Source: an optimization exercise on an open RTL-to-GDS flow (aim: small area, a short achievable clock period and few clock cycles). Production flows keep margins and buffers that such runs may drop.
At most, simulation tests tie the RTL to the original design; equivalence was not proved.
Power figures rest on the tool's default switching activity, not on a simulated workload.

## the previous run
==> flow/design.v (excerpt) <==
module engine (
   input                      clk,
   input                      rst,
   output                     done,
   input    [63:0]            num_rows_in,
   input    [63:0]            rows_size_in,
   input    [63:0]            row_start_in,
   input    [63:0]            row_skip_in,
   input    [63:0]            hash_table_mask,
   input                      row_rq_stall_in,
   output                     row_rq_vld_out,
   output   [47:0]            row_rq_vadr_out,
   output                     row_rs_stall_out,
   input                      row_rs_vld_in,
   input    [63:0]            row_rs_data_in,
   input                      ll_afull_in,
   output                     ll_write_en_out,
   output   [47:0]            ll_address_out,
   output   [63:0]            ll_payload_out,
   input                      ht_rq_afull_in,
   output                     ht_rq_read_en_out,
   output   [47:0]            ht_rq_address_out,
   output   [63:0]            ht_rq_data_out,
   output                     ht_rs_afull_out,
   input                      ht_rs_write_en_in,
   input    [63:0]            ht_rs_data_in,
   input                      ll_update_afull_in,
   output                     ll_update_write_en_out,
   output   [47:0]            ll_update_addr_out,
   output   [63:0]            ll_update_data_out,
   input                      ll_rs_write_en_in
);
export LEC_CHECK = 0
export ABC_CLOCK_PERIOD_IN_PS = 5000
export CAP_MARGIN = 20
export CORE_MARGIN = 2
export CORE_UTILIZATION = 60
export CTS_CLUSTER_DIAMETER = 150
export CTS_CLUSTER_SIZE = 20
export SLEW_MARGIN = 20
create_clock -name core_clock -period 11.0 [get_ports {clk}]
standard.sh (not shown) runs the stock make flow with config.mk's settings and CLKGATE_MAP_FILE= SYNTH_SCRIPT=/design/flow/synth_recipe.tcl, a recipe that flattens the netlist after the stock synthesis.
==> flow/flow/run.sh <==
#!/bin/bash
# Layout: the standard flow (standard.sh: the standard synthesis, then
# ORFS floorplan to finish at the design's clock and constraints), with two
# changes to how the layout is optimised:
#  - the port buffers that buffer_ports inserts are buf_1 cells;
#  - repair_timing works towards a larger setup margin.
# make's full output goes to standard_finish.log in this folder.
set -uo pipefail
bash standard.sh \
   "BUFFER_PORTS_ARGS=-buffer_cell sky130_fd_sc_hd__buf_1" \
   SETUP_SLACK_MARGIN=6.0 \
   finish > standard_finish.log 2>&1
status=$?
tail -5 standard_finish.log
exit $status
The following lists how the current run was set up differently from the previous run:
--- a/flow/design.v
+++ b/flow/design.v
@@ -373,30 +373,34 @@
    wire  [47:0]               add_sum;
    bk_add #(.W(48)) BADR_ADD (.a(add_op_a), .b(add_op_b), .ci(1'b0), .s(add_sum));
    always @(posedge clk) begin
       if (rst) begin
          bit_a    <= msb_s;
          took_a   <= 1'b0;
-         last_a   <= 1'b0;
          pass_a   <= 1'b0;
          init_a   <= 1'b0;
          badr_a   <= 48'd0;
          step_a   <= 48'd0;
       end else if (!init_a) begin
-         mbit_a   <= (pass_a || (took_a && last_a)) ? skip_r[bit_a] : row_start_in[bit_a];
+         mbit_a   <= pass_a ? skip_r[bit_a] : row_start_in[bit_a];
          last_a   <= (bit_a == 6'd0);
-         bit_a    <= (bit_a == 6'd0) ? msb_s : bit_a - 6'd1;
+         bit_a    <= bit_a - 6'd1;
          took_a   <= 1'b1;
          if (took_a) begin
             if (pass_a)
                step_a <= add_sum;
             else
                badr_a <= add_sum;
             if (last_a) begin
-               pass_a <= 1'b1;
-               init_a <= pass_a;
+               if (pass_a) begin
+                  init_a <= 1'b1;
+               end else begin
+                  pass_a <= 1'b1;
+                  bit_a  <= msb_s;
+                  took_a <= 1'b0;
+               end
             end
          end
       end else if (rq_s) begin
          badr_a   <= add_sum;
       end
    end
@@ -431,21 +435,21 @@
    wire                       ht_fire = hv0 && !ht_rq_afull_in;
    wire                       k_move  = kv && (!hv1 || ht_fire);
    always @(posedge clk)
       if (push_s) kd <= row_rs_data_in[63:32];
    wire  [30:0]               prod_s;
    hash31 HASH (.k(kd), .h(prod_s));
-   reg                        hd_rd;
-   wire                       hd_wr = hv1 ? hd_rd : (hd_rd ^ hv0);   
+   wire  [30:0]               hash_s = prod_s & hash_table_mask[30:0];
    always @(posedge clk) begin
-      if (k_move && !hd_wr) hd0 <= prod_s;
-      if (k_move &&  hd_wr) hd1 <= prod_s;
-      if (rst)
-         hd_rd <= 1'b0;
-      else if (ht_fire)
-         hd_rd <= !hd_rd;
+      if (ht_fire) begin
+         hd0 <= hv1 ? hd1 : hash_s;
+         hd1 <= hash_s;
+      end else if (kv) begin
+         if (!hv0)      hd0 <= hash_s;
+         else if (!hv1) hd1 <= hash_s;
+      end
    end
    wire                       hv0_nx = ht_fire ? (hv1 || kv) : (hv0 || kv);
    wire                       hv1_nx = ht_fire ? (hv1 && kv) : (hv1 || (hv0 && kv));
    wire                       kv_nx  = push_s || (kv && !k_move);
    reg                        row_stall_r;
    always @(posedge clk) begin
@@ -474,13 +478,13 @@
       end
    end
    assign ll_write_en_out    = ll_fire;
    assign ll_address_out     = {idx_l, 1'b0};
    assign ll_payload_out     = lv0 ? ld0 : row_rs_data_in;
    assign ht_rq_read_en_out  = ht_fire;
-   assign ht_rq_address_out  = {17'd0, (hd_rd ? hd1 : hd0) & hash_table_mask[30:0]};
+   assign ht_rq_address_out  = {17'd0, hd0};
    assign ht_rq_data_out     = idx_h;
    reg                        uv0;
    reg   [63:0]               ud0;
    wire                       u_vld   = uv0 || ht_rs_write_en_in;
    wire                       u_fire  = u_vld && !ll_update_afull_in;
    wire                       uv0_nx  = u_vld && !u_fire;
==> run summary <==
The current run reached the end of the flow, and the finished layout is clean on the timing, design-rule and antenna checks.
The previous run: flow completed, timing, DRC and antenna clean
From the previous run to the current run the numbers moved as follows: clock distribution area overhead in the final layout now sits at about the same level, synthesized cell count now sits higher, via count now sits higher, combined area of the multi-input logic cells now sits at about the same level, final weighted congestion of routability-driven global placement now sits higher.
Between the previous run and the current run, post-layout utilization of the core is higher for the previous run, the current run comes in under that.
Cells: the current run has more instances than the previous run
In terms of chip width, the current run and the previous run differ only marginally.
No functional check of the RTL was part of any run of this note.

* * *

engine, a different RTL version from the one above (not shown whole).
Size: about 4300 cells after synthesis, about 46000 sq um of cells after synthesis.
Settings: LEC_CHECK=0, ABC_CLOCK_PERIOD_IN_PS=5000, CAP_MARGIN=20, CORE_MARGIN=2, CORE_UTILIZATION=40, SLEW_MARGIN=20; clock period 11.0 ns.
Scripts as last shown in full above: flow/flow/run.sh
Edit:
--- a/flow/design.v
+++ b/flow/design.v
@@ -336,69 +336,66 @@
    input                      ht_rs_write_en_in,
    input    [63:0]            ht_rs_data_in,
    input                      ll_update_afull_in,
    output                     ll_update_write_en_out,
    output   [47:0]            ll_update_addr_out,
    output   [63:0]            ll_update_data_out,
    input                      ll_rs_write_en_in
 );
    reg   [63:0]               skip_r;
    always @(posedge clk)
       if (rst) skip_r <= row_skip_in;
+   wire  [47:0]               size_s = rows_size_in[47:0];
    wire  [47:0]               ss_s   = row_start_in[47:0] | row_skip_in[47:0];
    reg   [5:0]                msb_s;
    integer                    j;
    always @* begin
       msb_s = 6'd0;
       for (j = 0; j < 48; j = j + 1)
          if (ss_s[j]) msb_s = j[5:0];
    end
    reg   [5:0]                bit_a;       
-   reg                        took_a;      
    reg                        last_a;      
    reg                        sbit_a, kbit_a;
    reg                        init_a;      
    reg   [47:0]               badr_a;      
    reg   [47:0]               step_a;      
-   reg   [63:0]               idx_h;       
-   wire  [47:0]               size_r     = idx_h[47:0];
-   wire                       init_end   = !init_a && took_a && last_a;
+   wire  [5:0]                sel_a      = rst ? msb_s : bit_a;
+   wire                       sbit_s     = row_start_in[sel_a];
+   wire                       kbit_s     = row_skip_in[sel_a];
    reg   [63:0]               idx_a;
    reg                        more_a;
    reg                        primed_a;
    wire                       rq_s       = init_a && more_a && !row_rq_stall_in;
    wire  [47:0]               badr_op_a  = init_a ? badr_a : {badr_a[46:0], 1'b0};
-   wire  [47:0]               badr_op_b  = init_a ? step_a : (sbit_a ? size_r : 48'd0);
+   wire  [47:0]               badr_op_b  = init_a ? step_a : (sbit_a ? size_s : 48'd0);
    wire  [47:0]               badr_sum;
    wire  [47:0]               step_sum;
    bk_add #(.W(48)) BADR_ADD (.a(badr_op_a), .b(badr_op_b), .ci(1'b0), .s(badr_sum));
-   bk_add #(.W(48)) STEP_ADD (.a({step_a[46:0], 1'b0}), .b(kbit_a ? size_r : 48'd0),
+   bk_add #(.W(48)) STEP_ADD (.a({step_a[46:0], 1'b0}), .b(kbit_a ? size_s : 48'd0),
                               .ci(1'b0), .s(step_sum));
    always @(posedge clk) begin
+      if (rst || !init_a) begin
+         sbit_a   <= sbit_s;
+         kbit_a   <= kbit_s;
+         last_a   <= (sel_a == 6'd0);
+         bit_a    <= sel_a - 6'd1;
+      end
       if (rst) begin
-         bit_a    <= msb_s;
-         took_a   <= 1'b0;
          init_a   <= 1'b0;
          badr_a   <= 48'd0;
          step_a   <= 48'd0;
       end else if (!init_a) begin
-         sbit_a   <= row_start_in[bit_a];
-         kbit_a   <= skip_r[bit_a];
-         last_a   <= (bit_a == 6'd0);
-         bit_a    <= bit_a - 6'd1;
-         took_a   <= 1'b1;
-         if (took_a) begin
-            badr_a <= badr_sum;
-            step_a <= step_sum;
-            init_a <= last_a;
-         end
+         badr_a   <= badr_sum;
+         step_a   <= step_sum;
+         init_a   <= last_a;
       end else if (rq_s) begin
          badr_a   <= badr_sum;
       end
    end
    wire  [63:0]               idx_a_sum;
    wire                       idx_a_lt;
    bk_add #(.W(64)) IDXA_ADD (.a(idx_a), .b(skip_r), .ci(1'b0), .s(idx_a_sum));
    bk_lt  #(.W(64)) IDXA_LT  (.a(idx_a), .b(num_rows_in), .lt(idx_a_lt));
    always @(posedge clk) begin
       if (rst) begin
          idx_a    <= row_start_in;
@@ -446,34 +443,34 @@
    always @(posedge clk) begin
       if (rst) begin
          lv0 <= 1'b0; kv <= 1'b0; hv0 <= 1'b0; hv1 <= 1'b0;
          row_stall_r <= 1'b0;
       end else begin
          lv0 <= lv0_nx; kv <= kv_nx; hv0 <= hv0_nx; hv1 <= hv1_nx;
          row_stall_r <= lv0_nx || (kv_nx && hv1_nx);
       end
    end
    assign row_rs_stall_out = row_stall_r;
    reg   [46:0]               idx_l;       
+   reg   [63:0]               idx_h;       
    wire  [46:0]               idx_l_sum;
    wire  [63:0]               idx_h_sum;
    bk_add #(.W(47)) IDXL_ADD (.a(idx_l), .b(skip_r[46:0]), .ci(1'b0), .s(idx_l_sum));
    bk_add #(.W(64)) IDXH_ADD (.a(idx_h), .b(skip_r), .ci(1'b0), .s(idx_h_sum));
    always @(posedge clk) begin
       if (rst) begin
          idx_l <= row_start_in[46:0];
-         idx_h <= {16'd0, rows_size_in[47:0]};
+         idx_h <= row_start_in;
       end else begin
-         if (ll_fire)  idx_l <= idx_l_sum;
-         if (init_end) idx_h <= row_start_in;
-         else if (ht_fire) idx_h <= idx_h_sum;
+         if (ll_fire) idx_l <= idx_l_sum;
+         if (ht_fire) idx_h <= idx_h_sum;
       end
    end
    assign ll_write_en_out    = ll_fire;
    assign ll_address_out     = {idx_l, 1'b0};
    assign ll_payload_out     = lv0 ? ld0 : row_rs_data_in;
    assign ht_rq_read_en_out  = ht_fire;
    assign ht_rq_address_out  = {17'd0, hd0};
    assign ht_rq_data_out     = idx_h;
    reg                        uv0;
    reg   [63:0]               ud0;
    wire                       u_vld   = uv0 || ht_rs_write_en_in;
Outcome: The new run finished with timing, DRC and antenna clean. First-iteration DRC count shrinks by about a fifth. Wire length drops by a few percent. Sequential share of layout area drops by 0.24 points. Final area came out higher slightly. Cell count went up slightly. Sequential cell count goes down by 1. Combinational power increases by roughly a tenth. Synthesized cell count went up slightly. Power came out higher by a few percent. Clock power is higher by a few percent. Global-route usage is lower by 1.0 points. Via count is about the same. Setup slack is worse by 0.43 ns.
Testbench counts after the change, summed over its fixed seeds: cycles 12,034.
The RTL of the first run of this note was laid out without a check of its function.

-- afterwards: timing with drivers on the ports --
The results above use ideal ports. As a check the final layouts listed here were re-extracted and re-timed, cells and wires unchanged. Step 1 assumes that a clkbuf_16 drives the clock port and a buf_2 every other input. Step 2 also shifts input and output timing later by t, the mid clock arrival at the registers, as if the neighbouring blocks saw the same clock. Slacks: no drivers / after step 1 / after step 2; pairs: no drivers / after step 1.
| run | shift t [ns] | setup slack, ns | hold WS [ns] | worst setup path after step 2 | worst slew at a driven data input, ns |
|---|---|---|---|---|---|
| the previous run | 0.663 | 5.836 / 5.836 / 5.500 | 0.474 / 0.474 / 0.474 | input to register | 0.21 |
| the current run | 0.677 | 5.880 / 5.880 / 5.539 | 0.475 / 0.475 / 0.475 | input to register | 0.22 |
| the first run of note 2 | 0.742 | 5.982 / 5.944 / 5.651 | 0.451 / 0.451 / 0.451 | input to register | 0.17 |
| the second run of note 2 | 0.724 | 5.549 / 5.524 / 4.800 | 0.458 / 0.458 / 0.458 | input to register | 0.18 |
After both steps every run listed still meets setup and hold. For the second run of note 2, which loses most, drivers alone change the setup slack by -0.025 ns; drivers and shift together by -0.749 ns.
